Context: an optimization exercise on an open-source flow, tuned for small area. The choices shown serve that exercise and are no tape-out recipe. Function was checked by simulation only, so behaviour that the tests miss may differ from the original. The flow treats the clock pin as an ideal source, which a real chip does not have. Power is estimated from default activity; no workload was simulated.

$ cat design/flow/standard.sh
#!/bin/bash
# synth_recipe.tcl (not shown) runs the flow's synth.tcl, then flattens the netlist and writes it again
# the make line also repeats each setting of config.mk as NAME=value (left out here)
make -C /OpenROAD-flow-scripts/flow DESIGN_CONFIG=/design/flow/config.mk WORK_HOME=/design/flow/orfs CLKGATE_MAP_FILE= SYNTH_SCRIPT=/design/flow/synth_recipe.tcl "${@:-finish}"
$ cat design/flow/constraint.sdc
create_clock -name core_clock -period 5.0 [get_ports {clk}]
set_input_delay 1.0000 -clock core_clock [delete_from_list [all_inputs] [get_ports {clk}]]
set_output_delay 1.0000 -clock core_clock [all_outputs]
set_load 0.01 [all_outputs]
$ cat design/flow/flow/remap.sh
#!/bin/bash
# remap.sh IN.v OUT.v ABC_SCRIPT WORKDIR
# Re-maps the combinational logic of the standard synthesis netlist IN.v with
# ABC_SCRIPT, keeping every flip-flop instance (name, cell type, connections),
# then proves OUT.v equivalent to IN.v. Exits non-zero if anything fails.
set -euo pipefail
H=$(dirname $(realpath $0))
IN=$(realpath $1); OUT=$2; S=$(realpath $3); W=$4
mkdir -p $W; W=$(realpath $W)
LIB=${LIB:-$FLOW_HOME/platforms/sky130hd/lib/sky130_fd_sc_hd__tt_025C_1v80.lib}
YOSYS=${YOSYS:-yosys}
(cd $W && python3 $H/genmodels.py $LIB)
DU=""
for c in $(cat $H/dontuse.txt); do DU="$DU -dont_use $c"; done
for p in 'sky130_fd_sc_hd__lpflow_*' 'sky130_fd_sc_hd__clkdlybuf*' 'sky130_fd_sc_hd__dlygate*' \
         'sky130_fd_sc_hd__dlymetal*' 'sky130_fd_sc_hd__clkbuf_*' 'sky130_fd_sc_hd__clkinv*' \
         'sky130_fd_sc_hd__probe*' 'sky130_fd_sc_hd__buf_*'; do DU="$DU -dont_use $p"; done
cat > $W/flat.ys <<EOF
read_verilog -lib $W/seq.v
read_verilog $W/comb.v
read_verilog $IN
hierarchy -top router_fifo
flatten
rename -hide w:*.*
proc
techmap
opt -fast
opt_clean
write_verilog -noattr $W/gates.v
EOF
cat > $W/map.ys <<EOF
read_liberty -lib $LIB
read_verilog $W/gates.v
hierarchy -top router_fifo
techmap
opt -fast
abc -liberty $LIB $DU -script $S
opt_clean
hilomap -singleton -hicell sky130_fd_sc_hd__conb_1 HI -locell sky130_fd_sc_hd__conb_1 LO
insbuf -buf sky130_fd_sc_hd__buf_1 A X
splitnets
opt_clean
check -assert -mapped
tee -o $W/remap_stat.txt stat -liberty $LIB
write_verilog -noattr -nohex -nodec $W/remap.v
EOF
cat > $W/equiv.ys <<EOF
read_verilog $W/ff.v
read_verilog $W/comb.v
read_verilog $IN
rename router_fifo gold
read_verilog $W/remap.v
rename router_fifo gate
hierarchy -check
flatten gold gate
proc
opt_clean
rename -hide gold/w:_* gold/w:*.* gate/w:_* gate/w:*.*
equiv_make gold gate eq
hierarchy -top eq
equiv_simple -undef
equiv_induct -undef
equiv_status -assert
EOF
$YOSYS -q -l $W/flat.log $W/flat.ys
$YOSYS -q -l $W/map.log $W/map.ys
$YOSYS -q -l $W/equiv.log $W/equiv.ys
# same flip-flops, by instance name and cell type
ffs() { grep -oE '^\s*sky130_fd_sc_hd__e?dfxtp_[0-9]+\s+\S+' $1 | awk '{print $1, $2}' | sort; }
cmp <(ffs $IN) <(ffs $W/remap.v)
[ "$(ffs $IN | wc -l)" -gt 0 ]
cp $W/remap.v $OUT
$ cat design/flow/flow/run.sh
#!/bin/bash
# Own layout flow:
#  1. the standard synthesis (standard.sh synth), unchanged;
#  2. its combinational logic re-mapped for area with ABC (remap.sh), every
#     flip-flop kept as the standard synthesis made it, and the result proven
#     equivalent to the standard netlist (if any step fails, the standard
#     netlist is kept);
#  3. the standard ORFS layout (standard.sh finish), with buf_1 port buffers
#     and no CTS dummy loads.
# Each tool's output goes to its own log file in this folder.
set -uo pipefail
W=$(pwd)
F=$W/flow
if [[ -x $FLOW_HOME/../tools/install/yosys/bin/yosys ]]; then
  export YOSYS=$FLOW_HOME/../tools/install/yosys/bin/yosys
fi
export BUFFER_PORTS_ARGS="-buffer_cell sky130_fd_sc_hd__buf_1"
export CTS_ARGS="-sink_clustering_enable -repair_clock_nets -buf_list sky130_fd_sc_hd__clkbuf_8 -dont_use_dummy_load"
bash standard.sh synth > synth.log 2>&1 || exit 1
RES=$W/orfs/results/sky130hd/router_fifo/base
cp $RES/1_2_yosys.v $W/standard_netlist.v
if bash $F/remap.sh $W/standard_netlist.v $W/remapped.v $F/area.abc $W/remap > remap.log 2>&1; then
  echo "remapped netlist used" >> remap.log
  cp $W/remapped.v $RES/1_2_yosys.v
  rm -f $RES/1_synth.odb $RES/1_synth.sdc
  bash standard.sh synth > synth_remapped.log 2>&1 || exit 1
else
  echo "remap failed: standard netlist kept" >> remap.log
fi
bash standard.sh finish > layout.log 2>&1
$ cat design/flow/flow/dontuse.txt
sky130_fd_sc_hd__lpflow_bleeder_1
sky130_fd_sc_hd__lpflow_clkbufkapwr_1
sky130_fd_sc_hd__lpflow_clkbufkapwr_16
sky130_fd_sc_hd__lpflow_clkbufkapwr_2
sky130_fd_sc_hd__lpflow_clkbufkapwr_4
sky130_fd_sc_hd__lpflow_clkbufkapwr_8
sky130_fd_sc_hd__lpflow_clkinvkapwr_1
sky130_fd_sc_hd__lpflow_clkinvkapwr_16
sky130_fd_sc_hd__lpflow_clkinvkapwr_2
sky130_fd_sc_hd__lpflow_clkinvkapwr_4
sky130_fd_sc_hd__lpflow_clkinvkapwr_8
sky130_fd_sc_hd__lpflow_decapkapwr_12
sky130_fd_sc_hd__lpflow_decapkapwr_3
sky130_fd_sc_hd__lpflow_decapkapwr_4
sky130_fd_sc_hd__lpflow_decapkapwr_6
sky130_fd_sc_hd__lpflow_decapkapwr_8
sky130_fd_sc_hd__lpflow_inputiso0n_1
sky130_fd_sc_hd__lpflow_inputiso0p_1
sky130_fd_sc_hd__lpflow_inputiso1n_1
sky130_fd_sc_hd__lpflow_inputiso1p_1
sky130_fd_sc_hd__lpflow_inputisolatch_1
sky130_fd_sc_hd__lpflow_isobufsrc_1
sky130_fd_sc_hd__lpflow_isobufsrc_16
sky130_fd_sc_hd__lpflow_isobufsrc_2
sky130_fd_sc_hd__lpflow_isobufsrc_4
sky130_fd_sc_hd__lpflow_isobufsrc_8
sky130_fd_sc_hd__lpflow_isobufsrckapwr_16
sky130_fd_sc_hd__lpflow_lsbuf_lh_hl_isowell_tap_1
sky130_fd_sc_hd__lpflow_lsbuf_lh_hl_isowell_tap_2
sky130_fd_sc_hd__lpflow_lsbuf_lh_hl_isowell_tap_4
sky130_fd_sc_hd__lpflow_lsbuf_lh_isowell_4
sky130_fd_sc_hd__lpflow_lsbuf_lh_isowell_tap_1
sky130_fd_sc_hd__lpflow_lsbuf_lh_isowell_tap_2
sky130_fd_sc_hd__lpflow_lsbuf_lh_isowell_tap_4
sky130_fd_sc_hd__probe_p_8
sky130_fd_sc_hd__probec_p_8
$ cat design/flow/config.mk
export PLATFORM = sky130hd
export DESIGN_NAME = router_fifo
export DESIGN_NICKNAME = router_fifo
export VERILOG_FILES = /design/flow/design.v
export SDC_FILE = /design/flow/constraint.sdc
export NUM_CORES = 4
export LEC_CHECK = 0
export CAP_MARGIN = 20
export CORE_MARGIN = 2
export CORE_UTILIZATION = 60
export SLEW_MARGIN = 20
$ cat design/flow/flow/genmodels.py
# Writes comb.v (Verilog models of the combinational cells, from the liberty
# functions) and seq.v (blackboxes of the sequential cells).
import re, sys
lib = open(sys.argv[1]).read()
comb, seq = [], []
def expr(f):
    f = f.strip().strip('"')
    f = f.replace('!', '~')
    f = re.sub(r'(?<=[\w)])\s+(?=[\w(~])', ' & ', f)  # implicit AND
    f = f.replace('*', '&').replace('+', '|')
    return f
for c in re.split(r'\n\s*cell\s*\(', lib)[1:]:
    name = re.match(r'\s*"?(\w+)"?', c).group(1)
    pins = re.findall(r'pin\s*\(\s*"?(\w+)"?\s*\)\s*\{(.*?)\n\s{8}\}', c, re.S)
    pins = []
    for m in re.finditer(r'\bpin\s*\(\s*"?(\w+)"?\s*\)', c):
        body = c[m.end():m.end()+20000]
        d = re.search(r'direction\s*:\s*"?(\w+)"?', body).group(1)
        fn = re.search(r'\bfunction\s*:\s*"([^"]*)"', body[:body.find('timing') if 'timing' in body else 3000])
        pins.append((m.group(1), d, fn.group(1) if fn else None))
    seen=set(); pins=[p for p in pins if not (p[0] in seen or seen.add(p[0]))]
    if not pins: continue
    is_seq = re.search(r'\b(ff|latch|statetable)\s*\(', c) is not None
    ports = ', '.join(p for p, _, _ in pins)
    decl = ''.join(f'  {"input" if d=="input" else "output" if d=="output" else "inout"} {p};\n' for p, d, _ in pins)
    if is_seq or any(d == 'output' and fn is None for p, d, fn in pins):
        seq.append(f'(* blackbox *)\nmodule {name}({ports});\n{decl}endmodule\n')
    else:
        body = ''.join(f'  assign {p} = {expr(fn)};\n' for p, d, fn in pins if d == 'output')
        comb.append(f'module {name}({ports});\n{decl}{body}endmodule\n')
open('comb.v', 'w').write('\n'.join(comb))
open('seq.v', 'w').write('\n'.join(seq))
print(len(comb), 'comb', len(seq), 'seq')

# Functional models of the plain and enable flip-flops, for the equivalence check.
ff = []
for n in re.findall(r'\n\s*cell\s*\(\s*"?(sky130_fd_sc_hd__e?dfxtp_\d)"?', lib):
    if n.split('__')[1].startswith('e'):
        ff.append(f'module {n}(CLK, D, DE, Q);\n  input CLK, D, DE;\n  output reg Q;\n  always @(posedge CLK) if (DE) Q <= D;\nendmodule\n')
    else:
        ff.append(f'module {n}(CLK, D, Q);\n  input CLK, D;\n  output reg Q;\n  always @(posedge CLK) Q <= D;\nendmodule\n')
open('ff.v', 'w').write('\n'.join(ff))
$ cat design/flow/flow/area.abc
strash
&get -n
&st
&deepsyn -T 20
&dch -f
&nf -R 1000 -a
&put
topo
$ cat design/flow/design.v
module router_fifo(clk,rstn,din,rd_enb,wr_enb,d_out,lfd_state,sft_rst,full,empty);
input [7:0] din;
input lfd_state;
input clk,rstn,rd_enb,sft_rst,wr_enb;
output reg [7:0] d_out;
output full,empty;
reg [4:0] wr_pntr, rd_pntr;
reg [6:0] cnt_m1;       
reg temp;
reg wrapped;            
reg [8:0] mem [0:15];   
wire clr = !rstn || sft_rst;
assign full  = (wr_pntr[4] != rd_pntr[4]) && (wr_pntr[3:0] == rd_pntr[3:0]);
assign empty = (wr_pntr == rd_pntr);
wire wr = wr_enb && !full;
wire rd = rd_enb && !empty;
wire valid = wrapped || (rd_pntr[3:0] < wr_pntr[3:0]);
wire [3:0] sel_lo = 4'b1 << rd_pntr[1:0];
wire [3:0] sel_hi = {4{valid}} & (4'b1 << rd_pntr[3:2]);
reg  [8:0] q;
integer k;
always @* begin
  q = 9'd0;
  for (k = 0; k < 16; k = k + 1)
    q = q | ({9{sel_hi[k/4] & sel_lo[k%4]}} & mem[k]);
end
wire cnt_zero = &cnt_m1;
always @(posedge clk)
  temp <= rstn && lfd_state;
always @(posedge clk)
  if (!clr && wr) mem[wr_pntr[3:0]] <= {temp, din};
always @(posedge clk)
  if (clr) begin
    wr_pntr <= 5'd0;
    wrapped <= 1'b0;
  end else if (wr) begin
    wr_pntr <= wr_pntr + 1'b1;
    if (&wr_pntr[3:0]) wrapped <= 1'b1;
  end
always @(posedge clk)
  if (!rstn) rd_pntr <= 5'd0;
  else if (!sft_rst && !cnt_zero && rd) rd_pntr <= rd_pntr + 1'b1;
always @(posedge clk)
  d_out <= (!clr && !cnt_zero && rd) ? q[7:0] : 8'd0;
always @(posedge clk)
  if (clr) cnt_m1 <= 7'h7f;
  else if (q[8]) cnt_m1 <= {1'b0, q[7:2]};
  else if (rd) cnt_m1 <= cnt_m1 - 1'b1;
endmodule
==> summary.md, run 1 <==
| Metric | Value |
|---|---|
| Outcome | no timing/DRC/antenna violations |
| Final ANT Viol Nets | 0 |
| Syn Inst Count | 429 |
| DRC viols | 0 |
| Skew final | 17.12 ps |
| Power share of the clock group | 30.5% |
| Gr ovfl total | 0 |
| Via density | 6.537 |
| Period Utilization, post-route | 61.53% |
| P&R area growth vs syn | 9.078% |
| Synthesized cell area | 6257 um2 |
| # clock sinks | 171 |
| Initial Util | 61.16% |
| Cell area after layout | 6825 um2 |
| Layout cells sized above 1 | 5.846% |
| Wire length per cell | 24.75 um |
| CTS tree | done |
| Slew @ Worst Pin | 956.7 ps |
| Routability cong. | 0.9566 |
| Die width | 106.1 um |
| Buffer and inverter count on the worst path | 1 |
| Crit-path max cell delay | 810 ps |
| Row count | 37 |
| Via count | 4020 |
| Vias in the first global route | 3722 |
| Worst path arrival time | 3140 ps |
| Net Sw Frac | 19.29% |
| Min Hold Slack | 457.5 ps |
| Worst path top cell family by delay | simple AND/OR/NAND/NOR gates |
| Placed instance area | 6591 um2 |
| Total track usage | 28.95% |
| Required @ worst endpoint | 5060 ps |
| Non-Filler Instances | 615 |
| Critical Path Source Type | register |
| Drt first pass iters | 5 |
| Met3 usage | 7.541% |
| Multi-input gate area | 1365 um2 |
| Peak VDD IR | 233.2 uV |
| Crit-path cells | inv_1 > o22ai_1 > a21oi_1 > o2111ai_1 > o21ai_0 > nor2_1 > nand3_1 > nor2_1 |
| Clk buf depth | 2 |
| Fmax | 0.3251 GHz |
| Syn_nets | 443 |
| FILL cells | 768 |
| Synth warn | 1 |
| Sequential power share | 67.4% |
| Final Hold Vio Count | 0 |
| Core Area | 10230 um2 |
| Static leakage | 2.100 nW |
| Final setup fails | 0 |
| Most used routing layer | met2 |
| Maximum fanout along the worst path | 12 |
| HPWL after DPL | 9.831 mm |
| Diode count | 0 |
| Total wire length | 15.22 mm |
| Total die area | 11260 um2 |
| Worst Slack Setup Final | 1924 ps |
| Post-CTS sizing | 0 |
| Wire length of the first global-routing pass | 22.66 mm |
| Power per Cell Area | 337.3 nW/um2 |
| Max-cap viol count | 0 |
| Die H | 106.1 um |
| Buffer count from post-CTS setup fixing | 0 |
| Port Buffer Count | 23 |
| Final TNS setup | 0 ps |
| CTS Buf Count | 17 |
| Slowest CP cell | nor2_1 |
| Met1 GRT Util | 41.66% |
| Cell internal pwr | 1.858 mW |
| Logic pwr share | 2.1% |
| Slew Viols, Final | 0 |
| Utilization after layout | 66.71% |
| Boundary Pins | 24 |
| Post-route total power | 2.302 mW |
| Placed Cells | 598 |
| Sequential Area | 4865 um2 |
| Initial DRC count | 503 |
| Sw Pwr | 0.4440 mW |
| Worst-path clk slew | 70 ps |
| Slew HR | 35.99% |
| Hold_buf cts | 0 |
| Initial antenna violation count | 0 |
| Mean post-synth cell area | 14.59 um2 |
| Nets@finish | 495 |
| Hold Path Class | reg -> reg |
| Met2 GRT Util | 42.99% |
| Most numerous cell on the critical path | nor2_1 |
| RSZ-0062 raised after global routing | no |
| Largest net degree at the start of global routing | 20 |
| Fin crit period | 3076 ps |
| CP Capture Type | register |
| H-Tree Level Count | 4 |
| Setup CP Type | reg -> reg |
| Clk latency of the worst-skew pair | 450 ps |
| CTS root buffer | clkbuf_8 |
| Setup Slack @ Placement | 2016 ps |
worst paths after layout:
kind              start         end  slack [ps]  depth (start not counted)
max          rd_pntr[3]  mem[15][7]        1920                          8
min             wrapped     wrapped         460                          1
max reg2reg  rd_pntr[3]  mem[15][7]        1920                          8
min reg2reg     wrapped     wrapped         460                          1
layer usage:
| metal | vias up | part of all wire (%) |
|---|---|---|
| met5 | - | 0 |
| met4 | 0 | 2.4 |
| met3 | 29 | 11 |
| met2 | 225 | 45 |
| met1 | 1981 | 41 |
| li1 | 1785 | - |
sequential cells by signal (all words and copies together), names as in the netlist:
signal and count:
cnt_m1 7, wrapped 1, wr_pntr 5, rd_pntr 5, mem 144, d_out 8
temp 1
power by group through the flow:
stage / Combinational [mW] / Clock (mW) / Sequential [mW]
2_1_floorplan: 0.0166 / 0 / 1.58
3_3_place_gp: 0.0461 / 0 / 1.58
3_5_place_dp: 0.0473 / 0 / 1.58
4_1_cts: 0.0472 / 0.719 / 1.55
5_1_grt: 0.0523 / 0.762 / 1.55
6_report: 0.0479 / 0.702 / 1.55
layout by cell type (no fill, tap or decap), types with 16 or more instances in the layout:
cell type	n
o22ai_1	25
a22oi_1	16
nor3_1	16
o21ai_0	33
edfxtp_1	144
nor2_1	43
clkbuf_8	17
buf_1	23
a21oi_1	36
dfxtp_1	27
nand2_1	27
layout make-up:
cell class                      instances  share of cell area, %
Timing Repair Buffer                   33                  2.365
Multi-Input combinational cell        250                  20.00
Tap cell                              136                  2.493
Inverter                                8                 0.4400
Clock buffer                           17                  3.428
Sequential cell                       171                  71.27
==> run 2, diff against run 1 <==
--- a/design/flow/flow/run.sh
+++ b/design/flow/flow/run.sh
@@ -7,4 +7,5 @@
 #     netlist is kept);
-#  3. the standard ORFS layout (standard.sh finish), with buf_1 port buffers
-#     and no CTS dummy loads.
+#  3. the standard ORFS layout (standard.sh finish), with buf_1 port buffers,
+#     no CTS dummy loads, and clock buffers downsized after CTS where the
+#     flip-flop clock pins keep a slew under 110 ps (post_cts.tcl).
 # Each tool's output goes to its own log file in this folder.
@@ -17,2 +18,3 @@
 export BUFFER_PORTS_ARGS="-buffer_cell sky130_fd_sc_hd__buf_1"
+export POST_CTS_TCL=$F/post_cts.tcl
 export CTS_ARGS="-sink_clustering_enable -repair_clock_nets -buf_list sky130_fd_sc_hd__clkbuf_8 -dont_use_dummy_load"
==> design/flow/flow/area.abc (replaced) <==
strash
&get -n
&st
&deepsyn -T 60
&dch -f
&nf -R 1000 -a
&put
topo
==> design/flow/flow/clkdown.tcl (new file) <==
# Downsize clock-tree buffers while every flip-flop clock pin keeps a slew
# under clk_slew_target (placement parasitics). Run after CTS.
proc clk_worst_slew {} {
  set worst 0
  foreach pin [all_registers -clock_pins] {
    foreach e {rise fall} {
      foreach a {min max} {
        set s [sta::time_ui_sta [get_property $pin slew_${a}_$e]]
        if {$s > $worst} { set worst $s }
      }
    }
  }
  return $worst
}
proc clk_downsize {target sizes} {
  set block [ord::get_db_block]
  estimate_parasitics -placement
  puts "clkdown: start worst clock pin slew [format %.1f [expr [clk_worst_slew]*1e12]] ps"
  # leaves first (they drive the flip-flops), the root last
  set insts {}
  foreach inst [$block getInsts] {
    if {[string match "sky130_fd_sc_hd__clkbuf_*" [[$inst getMaster] getName]] && [string match "clkbuf_*" [$inst getName]]} {
      lappend insts $inst
    }
  }
  set insts [lsort -command {apply {{a b} {expr {[string length [$b getName]] - [string length [$a getName]]}}}} $insts]
  foreach inst $insts {
    set name [$inst getName]
    set orig [[$inst getMaster] getName]
    foreach cand $sizes {
      if {$cand eq $orig} { break }
      replace_cell $name $cand
      estimate_parasitics -placement
      set w [clk_worst_slew]
      if {$w <= $target} {
        puts "clkdown: $name $orig -> $cand (worst [format %.1f [expr $w*1e12]] ps)"
        set orig $cand
        break
      }
      replace_cell $name $orig
    }
  }
  estimate_parasitics -placement
  puts "clkdown: end worst clock pin slew [format %.1f [expr [clk_worst_slew]*1e12]] ps"
}
==> design/flow/flow/post_cts.tcl (new file) <==
# ORFS POST_CTS_TCL hook: downsize clock buffers while every flip-flop clock
# pin stays under 110 ps of slew.
source [file join [file dirname [info script]] clkdown.tcl]
set_propagated_clock [all_clocks]
clk_downsize 110e-12 {sky130_fd_sc_hd__clkbuf_1 sky130_fd_sc_hd__clkbuf_2 sky130_fd_sc_hd__clkbuf_4 sky130_fd_sc_hd__clkbuf_8}
--- a/design/flow/config.mk
+++ b/design/flow/config.mk
@@ -10,2 +10,3 @@
 export CORE_UTILIZATION = 60
+export GPL_TIMING_DRIVEN = 0
 export SLEW_MARGIN = 20
==> summary.md, run 2 <==
| Metric | Value |
|---|---|
| Die width | 106.1 um (unchanged) |
| Final Hold Vio Count | 0 (unchanged) |
| Period Utilization, post-route | 68.05% (+6.5 points) |
| Logic pwr share | 1.9% (-0.2 points) |
| Slowest CP cell | dfxtp_1 |
| Crit path from | rd_pntr[1] |
| Slew HR | 20.75% (-15 points) |
| Worst hold endpoint | wrapped |
| Syn Inst Count | 426 (-0.70%) |
| Max reg flops | 144 (unchanged) |
| Skew final | 37.81 ps (+20.69 ps) |
| Hold Path Class | reg -> reg |
| RR Startpoint | rd_pntr[3] |
| P&R area growth vs syn | 8.698% |
| Crit-path max cell delay | 520 ps (-290 ps) |
| Sw Pwr | 0.4263 mW (-4.0%) |
| CTS tree | done |
| Clk latency of the worst-skew pair | 550 ps (+100 ps) |
| DRC viols | 0 (unchanged) |
| HPWL after DPL | 8.766 mm (-11%) |
| Wire length of the first global-routing pass | 21.07 mm (-7.0%) |
| RSZ-0062 raised after global routing | no |
| Final setup fails | 0 (unchanged) |
| R2R depth | 9 (+1) |
| Reg2reg setup slack | 1770 ps (-150 ps) |
| Nets@finish | 489 (-1.2%) |
| CP Capture Type | output port |
| Power share of the clock group | 27.6% (-2.9 points) |
| Synth warn | 1 (unchanged) |
| # clock sinks | 171 (unchanged) |
| Total track usage | 26.16% (-2.8 points) |
| Slew @ Worst Pin | 1184 ps (+227.7 ps) |
| Synthesized cell area | 6257 um2 (unchanged) |
| FILL cells | 771 (+0.39%) |
| Setup CP Type | reg -> out |
| Gr ovfl total | 0 (unchanged) |
| Most numerous cell on the critical path | inv_1 |
| Final ANT Viol Nets | 0 (unchanged) |
| Syn_nets | 440 (-0.68%) |
| Total die area | 11260 um2 (unchanged) |
| Sequential power share | 70.5% (+3.1 points) |
| Cell internal pwr | 1.770 mW (-4.7%) |
| Crit-path cells | inv_1 > a222oi_1 > o21ai_0 > or3_1 > inv_1 > buf_1 |
| Power per Cell Area | 323.0 nW/um2 (-4.2%) |
| Net Sw Frac | 19.41% (+0.12 points) |
| Critical Path Source Type | register |
| Boundary Pins | 24 (unchanged) |
| Worst-path clk slew | 110 ps (+40 ps) |
| Total wire length | 13.81 mm (-9.3%) |
| Via density | 6.316 (-3.4%) |
| Initial Util | 61.16% (unchanged) |
| Fmax | 0.2939 GHz (-9.6%) |
| Largest net degree at the start of global routing | 21 (+5.0%) |
| Die H | 106.1 um (unchanged) |
| Hold path depth | 1 (unchanged) |
| Initial antenna violation count | 1 (+1) |
| Outcome | no timing/DRC/antenna violations |
| Peak VDD IR | 231.1 uV (-0.90%) |
| Reg-to-reg endpoint | mem[5][5] |
| Worst Hold Launch | wrapped |
| Layout cells sized above 1 | 7.188% (+1.3 points) |
| Mean post-synth cell area | 14.69 um2 (+0.70%) |
| Port Buffer Count | 23 (unchanged) |
| Fin crit period | 3402 ps (+326.1 ps) |
| Required @ worst endpoint | 4000 ps (-1060 ps) |
| Worst path arrival time | 2400 ps (-740 ps) |
| Utilization after layout | 66.48% (-0.23 points) |
| Row count | 37 (unchanged) |
| Most frequent cells in the layout | edfxtp_1 (144), nor2_1 (44), nand2_1 (32) |
| Commonest non-fill, non-tap cell in the layout | edfxtp_1 |
| Final TNS setup | 0 ps (unchanged) |
| Static leakage | 2.146 nW (+2.2%) |
| Maximum fanout along the worst path | 9 (-3) |
| Slew Viols, Final | 0 (unchanged) |
| Drt first pass iters | 5 (unchanged) |
| Vias in the first global route | 3734 (+0.32%) |
| Wire length per cell | 22.64 um (-8.5%) |
| Initial DRC count | 366 (-27%) |
| Core Area | 10230 um2 (unchanged) |
| Via count | 3853 (-4.2%) |
| Max-cap viol count | 0 (unchanged) |
| Routability cong. | 0.8384 (-12%) |
[run 2: worst max-delay path by stage]
stage                            to  slack [ps]  cells past startpoint
after floorplan           mem[3][0]        2160                      4
after global placement    mem[3][0]        1080                      5
final                         empty        1600                      6
after detailed placement  mem[6][0]        1460                      5
after global routing          empty        1390                      6
[run 2: critical path, delay by kind of cell, from the launching register on]
family / cells / cell delay (ps)
AOI/OAI and AO/OA: 2 / 530
DFF: 1 / 520
and+or+nand+nor: 1 / 460
buffers and inverters: 3 / 340
[run 2: cell type report]
cell class / instances / area [um2] / share of cell area (%)
inverters: 8 / 30.03 / 0.4415
diodes: 1 / 2.502 / 0.03679
well taps: 136 / 170.2 / 2.502
flip-flops and latches: 171 / 4865 / 71.52
repair buffers: 30 / 165.2 / 2.428
clock buffers: 17 / 171.4 / 2.520
multi-input cells: 247 / 1398 / 20.55
[run 2: per-layer routing]
layer  vias to the layer above  wire, um  global-route usage [%]
li1                       1784         -                       -
met1                      1918      5753                   35.15
met2                       138      6966                   42.03
met3                        13       823                   5.702
met4                         0       267                   10.53
met5                         -         0                       0
[run 2: stage by stage]
step / hold WS (ps) / instance area, um2 / power (mW) / setup WS, ps / std cells
3_3_place_gp: 438.3 / 6514 / 1.621 / 1077 / 585
2_1_floorplan: 427.3 / 6257 / 1.597 / 2165 / 426
5_1_grt: 493.4 / 6802 / 2.263 / 1386 / 610
6_report: 480.5 / 6802 / 2.197 / 1598 / 610
3_5_place_dp: 445.0 / 6623 / 1.623 / 1461 / 592
[run 2: power by group through the flow]
stage	clock network, mW	registers, mW	logic [mW]
2_1_floorplan	0	1.58	0.0158
5_1_grt	0.666	1.55	0.0464
6_report	0.606	1.55	0.0413
3_5_place_dp	0	1.58	0.0413
3_3_place_gp	0	1.58	0.0388
==> run 3, diff against run 2 <==
--- a/design/flow/config.mk
+++ b/design/flow/config.mk
@@ -7,3 +7,3 @@
 export LEC_CHECK = 0
-export CAP_MARGIN = 20
+export CAP_MARGIN = 0
 export CORE_MARGIN = 2
@@ -11,2 +11,2 @@
 export GPL_TIMING_DRIVEN = 0
-export SLEW_MARGIN = 20
+export SLEW_MARGIN = 0
==> summary.md, run 3 <==
| Metric | Value |
|---|---|
| Die H | 105.9 um (-0.21%) |
| Total die area | 11210 um2 (-0.42%) |
| Via count | 3860 (+0.18%) |
| Final ANT Viol Nets | 0 (unchanged) |
| Synth warn | 1 (unchanged) |
| Wire length per cell | 22.55 um (-0.40%) |
| Layout cells sized above 1 | 4.701% (-2.5 points) |
| Vias in the first global route | 3618 (-3.1%) |
| Critical Path Source Type | register |
| Critical Path End | mem[15][6] |
| Final setup fails | 0 (unchanged) |
| Mean post-synth cell area | 14.59 um2 (-0.67%) |
| Sequential Area | 4865 um2 (unchanged) |
| CP Depth | 9 (+3) |
| CP Capture Type | register |
| Worst path arrival time | 3290 ps (+890 ps) |
| Nets@finish | 484 (-1.0%) |
| Slowest CP cell | nor2_1 |
| Fmax | 0.3077 GHz (+4.7%) |
| Row count | 37 (unchanged) |
| Most frequent cells in the layout | edfxtp_1 (144), nor2_1 (50), o21ai_0 (35) |
| DRC viols | 0 (unchanged) |
| Total wire length | 13.62 mm (-1.4%) |
| Power per Cell Area | 333.7 nW/um2 (+3.3%) |
| Multi-input gate area | 1359 um2 (-2.8%) |
| RR Startpoint | wr_pntr[2] |
| RSZ-0062 raised after global routing | no |
| P&R area growth vs syn | 7.672% |
| Crit-path cells | inv_1 > o22ai_1 > a31oi_1 > nand3_1 > nor3_1 > nand2b_1 > nor2_1 > nand3_1 > nor2_1 |
| Syn_nets | 441 (+0.23%) |
| Max-cap viol count | 0 (unchanged) |
| Placed Cells | 586 (-1.0%) |
| Core Area | 10180 um2 (-0.45%) |
| Skew final | 28.22 ps (-9.593 ps) |
| Initial Util | 61.17% (about the same) |
| Synthesized cell area | 6230 um2 (-0.44%) |
| Worst-path clk slew | 90 ps (-20 ps) |
| Gr ovfl total | 0 (unchanged) |
| Worst path top cell family by delay | simple AND/OR/NAND/NOR gates |
| Total track usage | 25.92% (-0.24 points) |
| Period Utilization, post-route | 65.00% (-3.0 points) |
| Static leakage | 2.065 nW (-3.8%) |
| Reg-to-reg endpoint | mem[15][6] |
| Initial DRC count | 409 (+12%) |
| Largest net degree at the start of global routing | 22 (+4.8%) |
| Diode count | 0 (-1) |
| HPWL after DPL | 8.320 mm (-5.1%) |
| FILL cells | 787 (+2.1%) |
| Hold path depth | 1 (unchanged) |
| CTS tree | done |
| Reg2reg setup slack | 1750 ps (-20 ps) |
| Die width | 105.9 um (-0.21%) |
| Hold Path Class | reg -> reg |
| Required @ worst endpoint | 5040 ps (+1040 ps) |
| Non-Filler Instances | 604 (-0.98%) |
| Setup CP Type | reg -> reg |
| Crit-path max cell delay | 970 ps (+450 ps) |
| Slew Viols, Final | 0 (unchanged) |
| Outcome | no timing/DRC/antenna violations |
| R2R depth | 9 (unchanged) |
| Initial antenna violation count | 0 (-1) |
| Final Hold Vio Count | 0 (unchanged) |
| Clk latency of the worst-skew pair | 440 ps (-110 ps) |
| Syn Inst Count | 427 (+0.23%) |
| Port Buffer Count | 23 (unchanged) |
| Wire length of the first global-routing pass | 20.47 mm (-2.8%) |
| Fin crit period | 3250 ps (-152.2 ps) |
| Final TNS setup | 0 ps (unchanged) |
| Peak VDD IR | 244.7 uV (+5.9%) |
| Via density | 6.391 (+1.2%) |
| # clock sinks | 171 (unchanged) |
| Slew @ Worst Pin | 1410 ps (+225.2 ps) |
| Boundary Pins | 24 (unchanged) |
| Maximum fanout along the worst path | 12 (+3) |
| Commonest non-fill, non-tap cell in the layout | edfxtp_1 |
| Crit path from | wr_pntr[2] |
| Max reg flops | 144 (unchanged) |
| Slew HR | 5.836% (-15 points) |
| Buffer and inverter count on the worst path | 1 (-2) |
| Drt first pass iters | 7 (+2) |
| Routability cong. | 0.8391 (about the same) |
-- run 3: metrics by stage --
stage	instance area (um2)	util (%)	power [mW]	setup slack (ps)	hold slack, ps
finish	6708	65.86	2.238	1750	468.9
detailed placement	6506	63.88	1.627	1308	444.4
global route	6708	65.86	2.300	1497	485.9
floorplan	6230	-	1.599	2232	428.0
global placement	6486	63.69	1.625	1035	440.2
-- run 3: worst register-to-register path, delay by kind of cell, from the launching register on --
kind                   cells  cell delay (ps)
AND/OR/NAND/NOR            6             1910
flip-flops                 1              570
AO/OA/AOI/OAI              2              230
buffers and inverters      1              140
-- run 3: metal layers --
metal / GRT usage [%] / routed length [um] / vias to the layer above / share of wire (%)
li1: - / - / 1770 / -
met2: 38.94 / 6270 / 177 / 46
met4: 10.71 / 263 / 0 / 1.9
met5: 0 / 0 / - / 0
met3: 6.315 / 1071 / 20 / 7.9
met1: 36.96 / 6014 / 1893 / 44
-- run 3: worst min path at each step --
stage / from / end / slack [ps]
finish: wrapped / wrapped / 470
global route: wrapped / wrapped / 490
detailed placement: wrapped / wrapped / 440
global placement: wrapped / wrapped / 440
floorplan: wrapped / wrapped / 430
-- run 3: cell type report --
class	count	area share, %
Multi-Input combinational cell	249	20.26
Sequential cell	171	72.52
Tap cell	136	2.537
Timing Repair Buffer	24	1.455
Clock buffer	17	2.835
Inverter	7	0.3917
-- run 3: where the power goes --
part | switching (mW) | internal [mW]
Clock | 0.401 | 0.242
Sequential | 0.00378 | 1.55
Combinational | 0.0349 | 0.0101
Total | 0.440 | 1.80
==> run 4, diff against run 3 <==
--- a/design/flow/design.v
+++ b/design/flow/design.v
@@ -17,4 +17,5 @@
 wire valid = wrapped || (rd_pntr[3:0] < wr_pntr[3:0]);
-wire [3:0] sel_lo = 4'b1 << rd_pntr[1:0];
-wire [3:0] sel_hi = {4{valid}} & (4'b1 << rd_pntr[3:2]);
+wire [3:0] ra = wr_pntr[3:0] + ~rd_pntr[3:0];   
+wire [3:0] sel_lo = 4'b1 << ra[1:0];
+wire [3:0] sel_hi = {4{valid}} & (4'b1 << ra[3:2]);
 reg  [8:0] q;
@@ -29,4 +30,8 @@
   temp <= rstn && lfd_state;
+integer i;
 always @(posedge clk)
-  if (!clr && wr) mem[wr_pntr[3:0]] <= {temp, din};
+  if (!clr && wr) begin
+    for (i = 15; i > 0; i = i - 1) mem[i] <= mem[i-1];
+    mem[0] <= {temp, din};
+  end
 always @(posedge clk)
--- a/design/flow/flow/run.sh
+++ b/design/flow/flow/run.sh
@@ -9,3 +9,5 @@
 #     no CTS dummy loads, and clock buffers downsized after CTS where the
-#     flip-flop clock pins keep a slew under 110 ps (post_cts.tcl).
+#     flip-flop clock pins keep a slew under 110 ps (post_cts.tcl), and,
+#     before repair_design, drivers of nets with a slew over 1.2 ns upsized
+#     where that fixes the slew (presize.tcl), so fewer buffers are added.
 # Each tool's output goes to its own log file in this folder.
@@ -18,2 +20,3 @@
 export BUFFER_PORTS_ARGS="-buffer_cell sky130_fd_sc_hd__buf_1"
+export PRE_RESIZE_TCL=$F/presize.tcl
 export POST_CTS_TCL=$F/post_cts.tcl
==> design/flow/flow/presize.tcl (new file) <==
proc ps_load_slew {drv_inst_name out_pin} {
  set worst 0
  set net [get_nets -of_objects [get_pins $drv_inst_name/$out_pin]]
  foreach p [get_pins -of_objects $net -filter "direction == input"] {
    foreach e {rise fall} {
      set s [sta::time_ui_sta [get_property $p slew_max_$e]]
      if {$s > $worst} { set worst $s }
    }
  }
  foreach e {rise fall} {
    set s [sta::time_ui_sta [get_property [get_pins $drv_inst_name/$out_pin] slew_max_$e]]
    if {$s > $worst} { set worst $s }
  }
  return $worst
}
proc presize {limit} {
  set block [ord::get_db_block]
  set db [ord::get_db]
  estimate_parasitics -placement
  set n 0
  foreach inst [$block getInsts] {
    set m [$inst getMaster]
    set mname [$m getName]
    if {![regexp {^(sky130_fd_sc_hd__[a-z0-9]+)_([0-9]+)$} $mname -> base size]} { continue }
    if {[string match "*df*" $base] || [string match "*clk*" $base] || [string match "*tap*" $base]} { continue }
    set outs {}
    foreach mt [$m getMTerms] {
      if {[$mt getIoType] eq "OUTPUT" && [$mt getSigType] eq "SIGNAL"} { lappend outs [$mt getName] }
    }
    if {[llength $outs] != 1} { continue }
    set out [lindex $outs 0]
    set iname [$inst getName]
    if {[ps_load_slew $iname $out] <= $limit} { continue }
    # bigger variants of the same cell, smallest first
    set cands {}
    foreach lib [$db getLibs] {
      foreach cm [$lib getMasters] {
        if {[regexp "^${base}_(\[0-9\]+)\$" [$cm getName] -> s] && $s > $size} {
          lappend cands [list [expr {[$cm getWidth]}] [$cm getName]]
        }
      }
    }
    set done 0
    foreach c [lsort -integer -index 0 $cands] {
      replace_cell $iname [lindex $c 1]
      estimate_parasitics -placement
      if {[ps_load_slew $iname $out] <= $limit} {
        puts "presize: $iname $mname -> [lindex $c 1]"
        incr n; set done 1; break
      }
    }
    if {!$done} { replace_cell $iname $mname; estimate_parasitics -placement }
  }
  puts "presize: $n drivers upsized"
}

presize 1.2e-9
==> summary.md, run 4 <==
| Metric | Value |
|---|---|
| Worst path arrival time | 4100 ps (+810 ps) |
| Die H | 105.2 um (-0.69%) |
| Via count | 3468 (-10%) |
| Wire length per cell | 21.74 um (-3.6%) |
| Maximum fanout along the worst path | 17 (+5) |
| Hold path depth | 0 (-1) |
| CTS tree | done |
| Required @ worst endpoint | 5380 ps (+340 ps) |
| Initial Util | 62.25% (+1.1 points) |
| Port Buffer Count | 23 (unchanged) |
| Routability cong. | 0.7505 (-11%) |
| Slew Viols, Final | 0 (unchanged) |
| Total wire length | 11.66 mm (-14%) |
| Synthesized cell area | 6141 um2 (-1.4%) |
| Top Metal Used | met4 |
| Fmax | 0.2683 GHz (-13%) |
| Fin crit period | 3728 ps (+477.6 ps) |
| Core Area | 9864 um2 (-3.1%) |
| Worst-path clk slew | 90 ps (about the same) |
| Period Utilization, post-route | 74.56% (+9.6 points) |
| Final Hold Vio Count | 0 (unchanged) |
| Outcome | no timing/DRC/antenna violations |
| HPWL after DPL | 6.916 mm (-17%) |
| Slew HR | 24.79% (+19 points) |
| Final ANT Viol Nets | 0 (unchanged) |
| Commonest non-fill, non-tap cell in the layout | edfxtp_1 |
| Die width | 105.2 um (-0.69%) |
| RSZ-0062 raised after global routing | no |
| Syn_nets | 373 (-15%) |
| Final setup fails | 0 (unchanged) |
| Setup CP Type | reg -> reg |
| CP Capture Type | register |
| Initial antenna violation count | 0 (unchanged) |
| Critical Path Source Type | register |
| Post-route total power | 2.290 mW (+2.3%) |
| Clk latency of the worst-skew pair | 440 ps (about the same) |
| Total die area | 11060 um2 (-1.4%) |
| Diode count | 0 (unchanged) |
| Routed met2 length | 5.452 mm (-13%) |
| Most frequent cells in the layout | edfxtp_1 (144), a222oi_1 (33), dfxtp_1 (27) |
| Drt first pass iters | 8 (+1) |
| Nets@finish | 419 (-13%) |
| Layout cells sized above 1 | 7.444% (+2.7 points) |
| Max-cap viol count | 0 (unchanged) |
| R2R depth | 14 (+5) |
| Skew final | 32.79 ps (+4.569 ps) |
| Vias in the first global route | 3386 (-6.4%) |
| Via density | 6.470 (+1.2%) |
| Met3 WL | 1.080 mm (+0.84%) |
| Slew @ Worst Pin | 1120 ps (-290.0 ps) |
| Power per Cell Area | 342.4 nW/um2 (+2.6%) |
| Final TNS setup | 0 ps (unchanged) |
| Peak VDD IR | 261.8 uV (+7.0%) |
| Wire length of the first global-routing pass | 18.39 mm (-10%) |
| Synth warn | 2 (+1) |
| # clock sinks | 171 (unchanged) |
| Static leakage | 2.112 nW (+2.3%) |
| Initial DRC count | 472 (+15%) |
| Largest net degree at the start of global routing | 36 (+64%) |
| P&R area growth vs syn | 8.883% |
| Boundary Pins | 24 (unchanged) |
| DRC viols | 0 (unchanged) |
| Hold Path Class | reg -> reg |
| Row count | 36 (-2.7%) |
| Total track usage | 22.85% (-3.1 points) |
| Mean post-synth cell area | 17.11 um2 (+17%) |
| Max reg flops | 144 (unchanged) |
| Met1 WL | 4.930 mm (-18%) |
| Syn Inst Count | 359 (-16%) |
| Gr ovfl total | 0 (unchanged) |
-- run 4: final cells by class --
type / instances / area [um2]
Fill cell: 689 / 3178
Sequential cell: 171 / 4865
Timing Repair Buffer: 27 / 173.9
Clock buffer: 17 / 177.7
Inverter: 6 / 22.52
Multi-Input combinational cell: 182 / 1281
Tap cell: 133 / 166.4
-- run 4: report_power, final --
part | switching (mW) | internal, mW | total [mW]
Combinational | 0.0583 | 0.0323 | 0.0906
Sequential | 0.0168 | 1.57 | 1.59
Clock | 0.388 | 0.226 | 0.614
Total | 0.463 | 1.83 | 2.29
-- run 4: worst paths after layout --
path | from | end | slack [ps]
worst max-delay path | rd_pntr[1] | cnt_m1[1] | 1270
worst min-delay path | temp | mem[0][8] | 420
worst max register to register | rd_pntr[1] | cnt_m1[1] | 1270
worst min register to register | temp | mem[0][8] | 420
-- run 4: worst max-delay path: stages (launching register included) --
cell and delay, ps:
dfxtp_1 360, xor2_1 210, nor3b_1 270, a21oi_1 110, nor2_1 100, a21oi_1 80
o21ai_0 220, nand2_1 210, nor2_2 820, a22o_1 270, a221oi_1 50, and3_1 260
a21oi_1 180, or2_0 330, o32a_1 200
-- run 4: through the flow --
stage	setup WS (ps)	cells	instance area, um2	util (%)	hold slack [ps]
floorplan	1098	359	6148	-	385.5
global placement	110.7	515	6401	64.89	392.7
detailed placement	1296	519	6509	65.98	391.3
global route	887.6	536	6686	67.78	421.8
finish	1272	536	6686	67.78	416.3
-- run 4: routing by layer --
metal | GRT usage (%) | vias up
met1 | 32.27 | 1703
met2 | 32.61 | 162
met4 | 11.33 | 0
li1 | - | 1585
met5 | 0 | -
met3 | 6.862 | 18
==> run 5, diff against run 4 <==
--- a/design/flow/config.mk
+++ b/design/flow/config.mk
@@ -7,3 +7,3 @@
 export LEC_CHECK = 0
-export CAP_MARGIN = 0
+export CAP_MARGIN = 20
 export CORE_MARGIN = 2
@@ -11,2 +11,2 @@
 export GPL_TIMING_DRIVEN = 0
-export SLEW_MARGIN = 0
+export SLEW_MARGIN = 20
==> summary.md, run 5 <==
| Metric | Value |
|---|---|
| Outcome | no timing/DRC/antenna violations |
| Static leakage | 2.126 nW (+0.64%) |
| Port Buffer Count | 23 (unchanged) |
| Setup CP Type | reg -> reg |
| Initial DRC count | 542 (+15%) |
| DRC viols | 0 (unchanged) |
| Worst-path clk slew | 110 ps (+20 ps) |
| Drt first pass iters | 6 (-2) |
| Fin crit period | 3820 ps (+92.30 ps) |
| Syn_nets | 373 (unchanged) |
| Met1 GRT Util | 33.32% (+1.1 points) |
| Crit-path max cell delay | 850 ps (+30 ps) |
| Commonest non-fill, non-tap cell in the layout | edfxtp_1 |
| CP Capture Type | register |
| Layout cells sized above 1 | 7.921% (+0.48 points) |
| Skew final | 41.27 ps (+8.483 ps) |
| Met3 usage | 7.923% (+1.1 points) |
| # clock sinks | 171 (unchanged) |
| CTS tree | done |
| Clk latency of the worst-skew pair | 570 ps (+130 ps) |
| Final TNS setup | 0 ps (unchanged) |
| Boundary Pins | 24 (unchanged) |
| Maximum fanout along the worst path | 17 (unchanged) |
| Min Hold Slack | 411.9 ps (-4.373 ps) |
| R2R depth | 14 (unchanged) |
| Multi-input gate area | 1289 um2 (+0.59%) |
| Utilization after layout | 68.15% (+0.37 points) |
| Reg-to-reg endpoint | cnt_m1[1] |
| Final setup fails | 0 (unchanged) |
| Hold Path Class | reg -> reg |
| RR Startpoint | rd_pntr[1] |
| Critical Path End | cnt_m1[1] |
| Required @ worst endpoint | 5510 ps (+130 ps) |
| Die H | 105.2 um (unchanged) |
| Initial Util | 62.25% (unchanged) |
| Most numerous cell on the critical path | a21oi_1 |
| Peak VDD IR | 248.5 uV (-5.1%) |
| Mean post-synth cell area | 17.11 um2 (unchanged) |
| Crit path from | rd_pntr[1] |
| HPWL after DPL | 6.960 mm (+0.64%) |
| Routability cong. | 0.7505 (unchanged) |
| Most frequent cells in the layout | edfxtp_1 (144), a222oi_1 (33), dfxtp_1 (27) |
| Met2 GRT Util | 31.77% (-0.83 points) |
| Row count | 36 (unchanged) |
| Total die area | 11060 um2 (unchanged) |
| Worst Slack Setup Final | 1180 ps (-92.30 ps) |
| Max reg flops | 144 (unchanged) |
| Max-cap viol count | 0 (unchanged) |
| Syn Inst Count | 359 (unchanged) |
| Wire length per cell | 21.99 um (+1.1%) |
| P&R area growth vs syn | 9.474% |
| Diode count | 0 (unchanged) |
| RSZ-0062 raised after global routing | no |
| Period Utilization, post-route | 76.40% (+1.8 points) |
| Initial antenna violation count | 0 (unchanged) |
| Setup Slack @ Placement | 1315 ps (+19.53 ps) |
| Largest net degree at the start of global routing | 31 (-14%) |
| Reg2reg setup slack | 1180 ps (-90 ps) |
| Die width | 105.2 um (unchanged) |
| Final Hold Vio Count | 0 (unchanged) |
| Slowest CP cell | nor2_2 |
| Via count | 3520 (+1.5%) |
| Synth warn | 2 (unchanged) |
| Total wire length | 11.81 mm (+1.3%) |
| Nets@finish | 420 (+0.24%) |
| Critical Path Source Type | register |
| Wire length of the first global-routing pass | 18.67 mm (+1.5%) |
| Vias in the first global route | 3424 (+1.1%) |
| Crit-path cells | xor2_1 > nor3b_1 > a21oi_1 > nor2_1 > a21oi_1 > o21ai_0 > nand2_1 > nor2_2 > a22o_1 > a221oi_1 > and3_1 > a21oi_1 > or2_0 > o32a_1 |
| Via density | 6.555 (+1.3%) |
| Synthesized cell area | 6141 um2 (unchanged) |
| Final ANT Viol Nets | 0 (unchanged) |
| Placed Cells | 520 (+0.19%) |
| Slew @ Worst Pin | 1143 ps (+23.33 ps) |
| Slew HR | 23.22% (-1.6 points) |
| Non-Filler Instances | 537 (+0.19%) |
| Worst path arrival time | 4330 ps (+230 ps) |
| FILL cells | 679 (-1.5%) |
| Total track usage | 23.05% (+0.20 points) |
| Slew Viols, Final | 0 (unchanged) |
| Sequential Area | 4865 um2 (unchanged) |
| Fmax | 0.2618 GHz (-2.4%) |
| Most used routing layer | met1 |
| Power per Cell Area | 339.5 nW/um2 (-0.86%) |
| Gr ovfl total | 0 (unchanged) |
| Core Area | 9864 um2 (unchanged) |
[run 5: area by class of cell]
class	instances	share of cell area (%)
inverters	6	0.3350
well taps	133	2.475
flip-flops and latches	171	72.36
repair buffers	28	3.108
clock buffers	17	2.550
multi-input cells	182	19.17
[run 5: worst min path at each step]
| stage | startpoint | end | slack, ps | depth (start not counted) |
|---|---|---|---|---|
| floorplan | temp | mem[0][8] | 390 | 0 |
| global placement | temp | mem[0][8] | 390 | 0 |
| detailed placement | temp | mem[0][8] | 390 | 0 |
| global route | mem[2][4] | mem[3][4] | 400 | 0 |
| finish | mem[2][4] | mem[3][4] | 410 | 0 |
[run 5: critical path, delay by kind of cell, from the launching register on]
| family | cells | cell delay, ps |
|---|---|---|
| simple gates | 6 | 2040 |
| flops | 1 | 370 |
| xor+xnor | 1 | 220 |
| compound gates | 7 | 1150 |
[run 5: routing by layer]
layer  wire length (um)  vias to the layer above  share of wire, %
li1                   -                     1591                 -
met3               1090                       18               9.2
met1               5092                     1728                43
met5                  0                        -                 0
met2               5396                      183                46
met4                231                        0               2.0
[run 5: metrics by stage]
step                      instance area, um2  power (mW)
after floorplan                         6148       1.670
after global placement                  6401       1.701
after detailed placement                6544       1.711
after global routing                    6723       2.373
final                                   6723       2.282
[run 5: power breakdown]
group          switching [mW]  leakage (nW)  internal [mW]
clock network           0.389        0.0963          0.214
registers              0.0168          1.56           1.57
logic                  0.0600         0.467         0.0344
==> run 6, diff against run 5 <==
--- a/design/flow/design.v
+++ b/design/flow/design.v
@@ -17,5 +17,4 @@
 wire valid = wrapped || (rd_pntr[3:0] < wr_pntr[3:0]);
-wire [3:0] ra = wr_pntr[3:0] + ~rd_pntr[3:0];   
-wire [3:0] sel_lo = 4'b1 << ra[1:0];
-wire [3:0] sel_hi = {4{valid}} & (4'b1 << ra[3:2]);
+wire [3:0] sel_lo = 4'b1 << rd_pntr[1:0];
+wire [3:0] sel_hi = {4{valid}} & (4'b1 << rd_pntr[3:2]);
 reg  [8:0] q;
@@ -30,8 +29,4 @@
   temp <= rstn && lfd_state;
-integer i;
 always @(posedge clk)
-  if (!clr && wr) begin
-    for (i = 15; i > 0; i = i - 1) mem[i] <= mem[i-1];
-    mem[0] <= {temp, din};
-  end
+  if (!clr && wr) mem[wr_pntr[3:0]] <= {temp, din};
 always @(posedge clk)
==> summary.md, run 6 <==
| Metric | Value |
|---|---|
| Wire length per cell | 22.44 um (+2.0%) |
| Logic pwr share | 2.0% (-2.1 points) |
| Power per Cell Area | 327.9 nW/um2 (-3.4%) |
| Sequential power share | 70.6% (+1.1 points) |
| Worst-path clk slew | 110 ps (about the same) |
| Largest net degree at the start of global routing | 22 (-29%) |
| CTS tree | done |
| CP Capture Type | register |
| Commonest non-fill, non-tap cell in the layout | edfxtp_1 |
| Total wire length | 13.58 mm (+15%) |
| Initial antenna violation count | 1 (+1) |
| Final setup fails | 0 (unchanged) |
| Initial DRC count | 456 (-16%) |
| Boundary Pins | 24 (unchanged) |
| Row count | 37 (+2.8%) |
| Static leakage | 2.057 nW (-3.2%) |
| Most frequent cells in the layout | edfxtp_1 (144), nor2_1 (48), o21ai_0 (35) |
| Final Hold Vio Count | 0 (unchanged) |
| Max-cap viol count | 0 (unchanged) |
| Max reg flops | 144 (unchanged) |
| Setup CP Type | reg -> reg |
| Skew final | 32.62 ps (-8.651 ps) |
| Slew Viols, Final | 0 (unchanged) |
| # clock sinks | 171 (unchanged) |
| Initial Util | 61.17% (-1.1 points) |
| DRC viols | 0 (unchanged) |
| Total track usage | 25.67% (+2.6 points) |
| Syn_nets | 441 (+18%) |
| Fmax | 0.3196 GHz (+22%) |
| Sw Pwr | 0.4328 mW (-7.0%) |
| Gr ovfl total | 0 (unchanged) |
| Crit-path cells | inv_1 > o22ai_1 > a31oi_1 > nand3_1 > nor3_1 > nand2b_1 > nor2_1 > nand3_1 > nor2_1 |
| Mean post-synth cell area | 14.59 um2 (-15%) |
| P&R area growth vs syn | 7.431% |
| Crit-path max cell delay | 830 ps (-20 ps) |
| Die H | 105.9 um (+0.69%) |
| Slew @ Worst Pin | 1082 ps (-60.69 ps) |
| Die width | 105.9 um (+0.69%) |
| Hold Path Class | reg -> reg |
| Synth warn | 1 (-1) |
| Final TNS setup | 0 ps (unchanged) |
| Clk latency of the worst-skew pair | 560 ps (about the same) |
| Via density | 6.476 (-1.2%) |
| Maximum fanout along the worst path | 9 (-8) |
| Total die area | 11210 um2 (+1.4%) |
| Fin crit period | 3129 ps (-691.3 ps) |
| Cell area after layout | 6693 um2 (-0.45%) |
| Cell internal pwr | 1.761 mW (-3.0%) |
| Core Area | 10180 um2 (+3.2%) |
| Wire length of the first global-routing pass | 20.36 mm (+9.1%) |
| HPWL after DPL | 8.386 mm (+20%) |
| Outcome | no timing/DRC/antenna violations |
| Port Buffer Count | 23 (unchanged) |
| Routability cong. | 0.8391 (+12%) |
| Vias in the first global route | 3601 (+5.2%) |
| Final ANT Viol Nets | 0 (unchanged) |
| Buffer and inverter count on the worst path | 1 (+1) |
| FILL cells | 777 (+14%) |
| Required @ worst endpoint | 5160 ps (-350 ps) |
| Syn Inst Count | 427 (+19%) |
| Power share of the clock group | 27.3% (+0.9 points) |
| Drt first pass iters | 7 (+1) |
| Placed instance area | 6525 um2 (-0.29%) |
| Synthesized cell area | 6230 um2 (+1.4%) |
| Critical Path Source Type | register |
| Worst path top cell family by delay | simple AND/OR/NAND/NOR gates |
| Slew HR | 27.81% (+4.6 points) |
| Via count | 3918 (+11%) |
| RSZ-0062 raised after global routing | no |
| Net Sw Frac | 19.72% (-0.67 points) |
| Slowest CP cell | nor2_1 |
| Nets@finish | 484 (+15%) |
| Layout cells sized above 1 | 5.342% (-2.6 points) |
| Period Utilization, post-route | 62.58% (-14 points) |
| Peak VDD IR | 201.2 uV (-19%) |
| Worst path arrival time | 3290 ps (-1040 ps) |
[run 6: routing by layer]
layer	part of all wire, %	track usage (%)	up-vias
li1	-	-	1770
met1	42	38.14	1962
met2	47	38.57	177
met3	9.6	6.438	9
met4	0.82	7.049	0
met5	0	0	-
[run 6: layout make-up]
cell class,count,area [um2],share of cell area (%)
sequential,171,4865,72.69
timing repair buffer,24,97.59,1.458
multi-input combinational,249,1366,20.42
tap,136,170.2,2.543
inverter,7,26.28,0.3926
antenna,1,2.502,0.03739
clock buffer,17,165.2,2.468
[run 6: path summary, 6_finish.rpt]
path	startpoint	end	slack, ps	cells past startpoint
max	wr_pntr[2]	mem[13][3]	1870	9
min	wrapped	wrapped	470	1
max reg2reg	wr_pntr[2]	mem[13][3]	1870	9
min reg2reg	wrapped	wrapped	470	1
[run 6: per-stage QoR]
step | setup WS, ps | std cells | power, mW | hold WS, ps | util, %
floorplan | 2232 | 427 | 1.599 | 428.0 | -
global placement | 1035 | 586 | 1.625 | 440.2 | 63.69
detailed placement | 1395 | 587 | 1.626 | 445.4 | 64.07
global route | 1593 | 605 | 2.249 | 490.1 | 65.71
finish | 1871 | 605 | 2.194 | 474.9 | 65.71
[run 6: power by group through the flow]
stage | Combinational (mW) | Clock, mW | Sequential [mW]
floorplan | 0.0179 | 0 | 1.58
global placement | 0.0426 | 0 | 1.58
detailed placement | 0.0440 | 0 | 1.58
global route | 0.0497 | 0.648 | 1.55
finish | 0.0446 | 0.600 | 1.55
==> run 7, diff against run 6 <==
--- a/design/flow/design.v
+++ b/design/flow/design.v
@@ -17,4 +17,5 @@
 wire valid = wrapped || (rd_pntr[3:0] < wr_pntr[3:0]);
-wire [3:0] sel_lo = 4'b1 << rd_pntr[1:0];
-wire [3:0] sel_hi = {4{valid}} & (4'b1 << rd_pntr[3:2]);
+wire [3:0] ra = wr_pntr[3:0] + ~rd_pntr[3:0];   
+wire [3:0] sel_lo = 4'b1 << ra[1:0];
+wire [3:0] sel_hi = {4{valid}} & (4'b1 << ra[3:2]);
 reg  [8:0] q;
@@ -29,4 +30,8 @@
   temp <= rstn && lfd_state;
+integer i;
 always @(posedge clk)
-  if (!clr && wr) mem[wr_pntr[3:0]] <= {temp, din};
+  if (!clr && wr) begin
+    for (i = 15; i > 0; i = i - 1) mem[i] <= mem[i-1];
+    mem[0] <= {temp, din};
+  end
 always @(posedge clk)
--- a/design/flow/flow/run.sh
+++ b/design/flow/flow/run.sh
@@ -10,4 +10,6 @@
 #     flip-flop clock pins keep a slew under 110 ps (post_cts.tcl), and,
-#     before repair_design, drivers of nets with a slew over 1.2 ns upsized
-#     where that fixes the slew (presize.tcl), so fewer buffers are added.
+#     before repair_design (presize.tcl), nets with 30 or more loads split
+#     into clusters driven by buf_2 (prebuf.tcl) and drivers of nets with a
+#     slew over 1.2 ns upsized where that fixes it, so that repair_design
+#     adds fewer and smaller buffers.
 # Each tool's output goes to its own log file in this folder.
==> design/flow/flow/prebuf.tcl (new file) <==
# Before repair_design: split every high-fanout signal net into clusters of
# at most $maxfo loads (k-means on location), each driven by one small buffer
# placed at its centroid. repair_design would otherwise drive such a net with
# a few very large buffers.
proc pb_kmeans {pts k iters} {
  set n [llength $pts]
  set sorted [lsort -real -index 0 $pts]
  set cents {}
  for {set i 0} {$i < $k} {incr i} { lappend cents [lindex $sorted [expr {int(($i + 0.5) * $n / $k)}]] }
  set asg {}
  for {set it 0} {$it < $iters} {incr it} {
    set asg {}
    foreach p $pts {
      set best 0; set bd 1e30
      for {set i 0} {$i < $k} {incr i} {
        set c [lindex $cents $i]
        set d [expr {abs([lindex $p 0]-[lindex $c 0]) + abs([lindex $p 1]-[lindex $c 1])}]
        if {$d < $bd} { set bd $d; set best $i }
      }
      lappend asg $best
    }
    set sx {}; set sy {}; set sn {}
    for {set i 0} {$i < $k} {incr i} { lappend sx 0.0; lappend sy 0.0; lappend sn 0 }
    foreach p $pts a $asg {
      lset sx $a [expr {[lindex $sx $a] + [lindex $p 0]}]
      lset sy $a [expr {[lindex $sy $a] + [lindex $p 1]}]
      lset sn $a [expr {[lindex $sn $a] + 1}]
    }
    for {set i 0} {$i < $k} {incr i} {
      if {[lindex $sn $i] > 0} {
        lset cents $i [list [expr {[lindex $sx $i] / [lindex $sn $i]}] [expr {[lindex $sy $i] / [lindex $sn $i]}]]
      }
    }
  }
  return [list $asg $cents]
}
proc prebuf {minfo maxfo bufcell} {
  set block [ord::get_db_block]
  set bm [[ord::get_db] findMaster $bufcell]
  set nb 0
  foreach net [$block getNets] {
    if {[$net getSigType] ne "SIGNAL"} { continue }
    if {[llength [$net getBTerms]] > 0} { continue }
    set loads {}
    set drv ""
    foreach it [$net getITerms] {
      if {[$it isOutputSignal]} { set drv $it } elseif {[$it isInputSignal]} { lappend loads $it }
    }
    set n [llength $loads]
    if {$drv eq "" || $n < $minfo} { continue }
    set k [expr {($n + $maxfo - 1) / $maxfo}]
    set pts {}
    foreach it $loads {
      set bb [[$it getInst] getBBox]
      lappend pts [list [expr {([$bb xMin] + [$bb xMax]) / 2.0}] [expr {([$bb yMin] + [$bb yMax]) / 2.0}]]
    }
    lassign [pb_kmeans $pts $k 30] asg cents
    set name [$net getName]
    for {set i 0} {$i < $k} {incr i} {
      set c [lindex $cents $i]
      set bname "prebuf_${nb}"
      set onet [odb::dbNet_create $block "${bname}_net"]
      set b [odb::dbInst_create $block $bm $bname]
      [$b findITerm A] connect $net
      [$b findITerm X] connect $onet
      $b setLocation [expr {int([lindex $c 0])}] [expr {int([lindex $c 1])}]
      $b setPlacementStatus PLACED
      set cnt 0
      foreach it $loads a $asg {
        if {$a == $i} { $it disconnect; $it connect $onet; incr cnt }
      }
      puts "prebuf: net $name ($n loads): $bname drives $cnt"
      incr nb
    }
  }
  puts "prebuf: $nb buffers inserted"
  if {$nb > 0} { detailed_placement }
}
--- a/design/flow/flow/presize.tcl
+++ b/design/flow/flow/presize.tcl
@@ -56,2 +56,4 @@
 
+source [file join [file dirname [info script]] prebuf.tcl]
+prebuf 30 36 sky130_fd_sc_hd__buf_2
 presize 1.2e-9
--- a/design/flow/config.mk
+++ b/design/flow/config.mk
@@ -9,4 +9,5 @@
 export CORE_MARGIN = 2
-export CORE_UTILIZATION = 60
+export CORE_UTILIZATION = 75
 export GPL_TIMING_DRIVEN = 0
+export PLACE_DENSITY = 0.82
 export SLEW_MARGIN = 20
==> summary.md, run 7 <==
| Metric | Value |
|---|---|
| Outcome | no timing/DRC/antenna violations |
| Initial Util | 75.88% (+15 points) |
| Via count | 3652 (-6.8%) |
| Max reg flops | 144 (unchanged) |
| Synthesized cell area | 6141 um2 (-1.4%) |
| Reg2reg setup slack | 1110 ps (-760 ps) |
| Hold Path Class | reg -> reg |
| Final ANT Viol Nets | 0 (unchanged) |
| Layout cells sized above 1 | 8.189% (+2.8 points) |
| Boundary Pins | 24 (unchanged) |
| Wire length per cell | 23.94 um (+6.7%) |
| Commonest non-fill, non-tap cell in the layout | edfxtp_1 |
| Max-cap viol count | 0 (unchanged) |
| RR Startpoint | rd_pntr[1] |
| Mean post-synth cell area | 17.11 um2 (+17%) |
| Peak VDD IR | 353.0 uV (+75%) |
| Skew final | 29.22 ps (-3.399 ps) |
| Worst Hold Launch | temp |
| Total wire length | 12.16 mm (-10%) |
| Worst-path clk slew | 90 ps (-20 ps) |
| # clock sinks | 171 (unchanged) |
| Die width | 94.49 um (-11%) |
| Setup Slack @ Placement | 1263 ps (-131.7 ps) |
| Slew @ Worst Pin | 1062 ps (-19.91 ps) |
| Final Hold Vio Count | 0 (unchanged) |
| Row count | 33 (-11%) |
| Total track usage | 29.51% (+3.8 points) |
| Reg-to-reg endpoint | cnt_m1[5] |
| Final setup fails | 0 (unchanged) |
| Fmax | 0.2573 GHz (-19%) |
| DRC viols | 0 (unchanged) |
| Worst path arrival time | 4250 ps (+960 ps) |
| Power per Cell Area | 346.0 nW/um2 (+5.5%) |
| Wire length of the first global-routing pass | 18.64 mm (-8.5%) |
| Initial DRC count | 497 (+9.0%) |
| Total die area | 8927 um2 (-20%) |
| Routability cong. | 0.7864 (-6.3%) |
| Cell area after layout | 6598 um2 (-1.4%) |
| Fin crit period | 3886 ps (+757.4 ps) |
| Static leakage | 2.103 nW (+2.2%) |
| Setup CP Type | reg -> reg |
| Top Metal Used | met4 |
| R2R depth | 14 (+5) |
| Largest net degree at the start of global routing | 48 (+120%) |
| Met3 WL | 1.394 mm (+6.7%) |
| Diode count | 0 (-1) |
| Routed met2 length | 5.797 mm (-9.3%) |
| Slew Viols, Final | 0 (unchanged) |
| Most frequent cells in the layout | edfxtp_1 (144), a222oi_1 (33), dfxtp_1 (27) |
| Worst hold endpoint | mem[0][8] |
| Port Buffer Count | 23 (unchanged) |
| Via density | 7.189 (+11%) |
| Nets@finish | 419 (-13%) |
| CTS tree | done |
| Worst Slack Setup Final | 1114 ps (-757.4 ps) |
| Core Area | 8093 um2 (-21%) |
| FILL cells | 421 (-46%) |
| Maximum fanout along the worst path | 18 (+9) |
| Hold path depth | 0 (-1) |
| Final TNS setup | 0 ps (unchanged) |
| CP Capture Type | register |
| HPWL after DPL | 7.152 mm (-15%) |
| Syn_nets | 373 (-15%) |
| Syn Inst Count | 359 (-16%) |
| RSZ-0062 raised after global routing | no |
| Drt first pass iters | 7 (unchanged) |
| Die H | 94.49 um (-11%) |
| Clk latency of the worst-skew pair | 430 ps (-130 ps) |
| Slew HR | 29.10% (+1.3 points) |
| Synth warn | 2 (+1) |
| Initial antenna violation count | 0 (-1) |
| P&R area growth vs syn | 7.437% (about the same) |
| Required @ worst endpoint | 5370 ps (+210 ps) |
| Vias in the first global route | 3558 (-1.2%) |
| Period Utilization, post-route | 77.72% (+15 points) |
| Met1 WL | 4.657 mm (-19%) |
| Placed instance area | 6419 um2 (-1.6%) |
| Gr ovfl total | 0 (unchanged) |
| Critical Path Source Type | register |
[run 7: final cells by class, clock buffers not listed]
| class | count | area, um2 | share of cell area (%) |
|---|---|---|---|
| Inverter | 6 | 22.52 | 0.3414 |
| Buffer | 4 | 20.02 | 0.3034 |
| Sequential cell | 171 | 4865 | 73.73 |
| Multi-Input combinational cell | 182 | 1301 | 19.72 |
| Timing Repair Buffer | 23 | 86.33 | 1.309 |
| Tap cell | 105 | 131.4 | 1.991 |
[run 7: through the flow]
| step | total power [mW] | hold WS (ps) | cells | utilization [%] |
|---|---|---|---|---|
| detailed placement | 1.705 | 395.6 | 491 | 79.31 |
| finish | 2.283 | 413.7 | 508 | 81.52 |
| global route | 2.355 | 432.4 | 508 | 81.52 |
| global placement | 1.697 | 391.0 | 487 | 78.66 |
| floorplan | 1.670 | 385.5 | 359 | - |
[run 7: power by group]
group	total, mW	internal (mW)	switching, mW
clock	0.607	0.218	0.389
combinational	0.0886	0.0282	0.0605
sequential	1.59	1.57	0.0178
[run 7: worst max-delay path, cell delays in order, from the launching register on]
cell	delay (ps)
dfxtp_1	350
xor2_1	210
nor3b_1	290
a21oi_1	130
nor2_1	110
a21oi_1	110
o21ai_0	270
nand2b_1	220
nor2_2	850
a22o_1	250
a221oi_1	50
and3_1	260
a21oi_1	160
or2_0	340
o22a_1	220
[run 7: worst max path at each step]
stage               start  cells past startpoint        end
2_1_floorplan     sft_rst                      2  mem[0][0]
3_3_place_gp         rstn                      3  mem[4][1]
3_5_place_dp   rd_pntr[1]                     14  cnt_m1[5]
5_1_grt        rd_pntr[1]                     14  cnt_m1[5]
6_report       rd_pntr[1]                     14  cnt_m1[5]
[run 7: layer usage]
metal / vias to the layer above / GRT usage, %
met5: - / 0
met4: 0 / 13.77
met3: 30 / 12.13
met2: 280 / 42.62
met1: 1763 / 39.94
li1: 1579 / -

-- afterwards: timing with drivers on the ports --
The flow's constraints put no driver on any port. The routed layouts listed below were extracted and timed again, unchanged, in two steps. Step 1, drivers: a clkbuf_16 drives clk and a buf_2 each remaining input, both assumed. Step 2 also shifts input and output timing later by t, the mid clock arrival at the registers, as if the neighbouring blocks saw the same clock. Slacks: ideal / step 1 / step 2; pairs: ideal / step 1.
run | t, ns | slack for setup (ns) | worst hold slack (ns) | latest minus earliest clock arrival (ns) | worst data-port slew with drivers (ns)
run 1 | 0.472 | 1.924 / 1.924 / 1.924 | 0.458 / 0.458 / 0.458 | 0.017 / 0.017 | 0.03
run 2 | 0.570 | 1.598 / 1.560 / 1.488 | 0.481 / 0.481 / 0.481 | 0.039 / 0.039 | 0.03
run 3 | 0.473 | 1.750 / 1.750 / 1.320 | 0.469 / 0.469 / 0.469 | 0.037 / 0.038 | 0.03
run 4 | 0.457 | 1.272 / 1.272 / 1.272 | 0.416 / 0.416 / 0.416 | 0.033 / 0.032 | 0.03
run 5 | 0.579 | 1.180 / 1.180 / 1.180 | 0.412 / 0.412 / 0.412 | 0.042 / 0.042 | 0.03
run 6 | 0.581 | 1.871 / 1.871 / 1.305 | 0.475 / 0.475 / 0.475 | 0.032 / 0.033 | 0.03
run 7 | 0.449 | 1.114 / 1.114 / 1.114 | 0.414 / 0.414 / 0.414 | 0.031 / 0.031 | 0.03
After both steps every run listed still meets setup and hold. The setup slack of run 6, which loses most, moves by 0.000 ns with the drivers and by -0.566 ns with both steps.
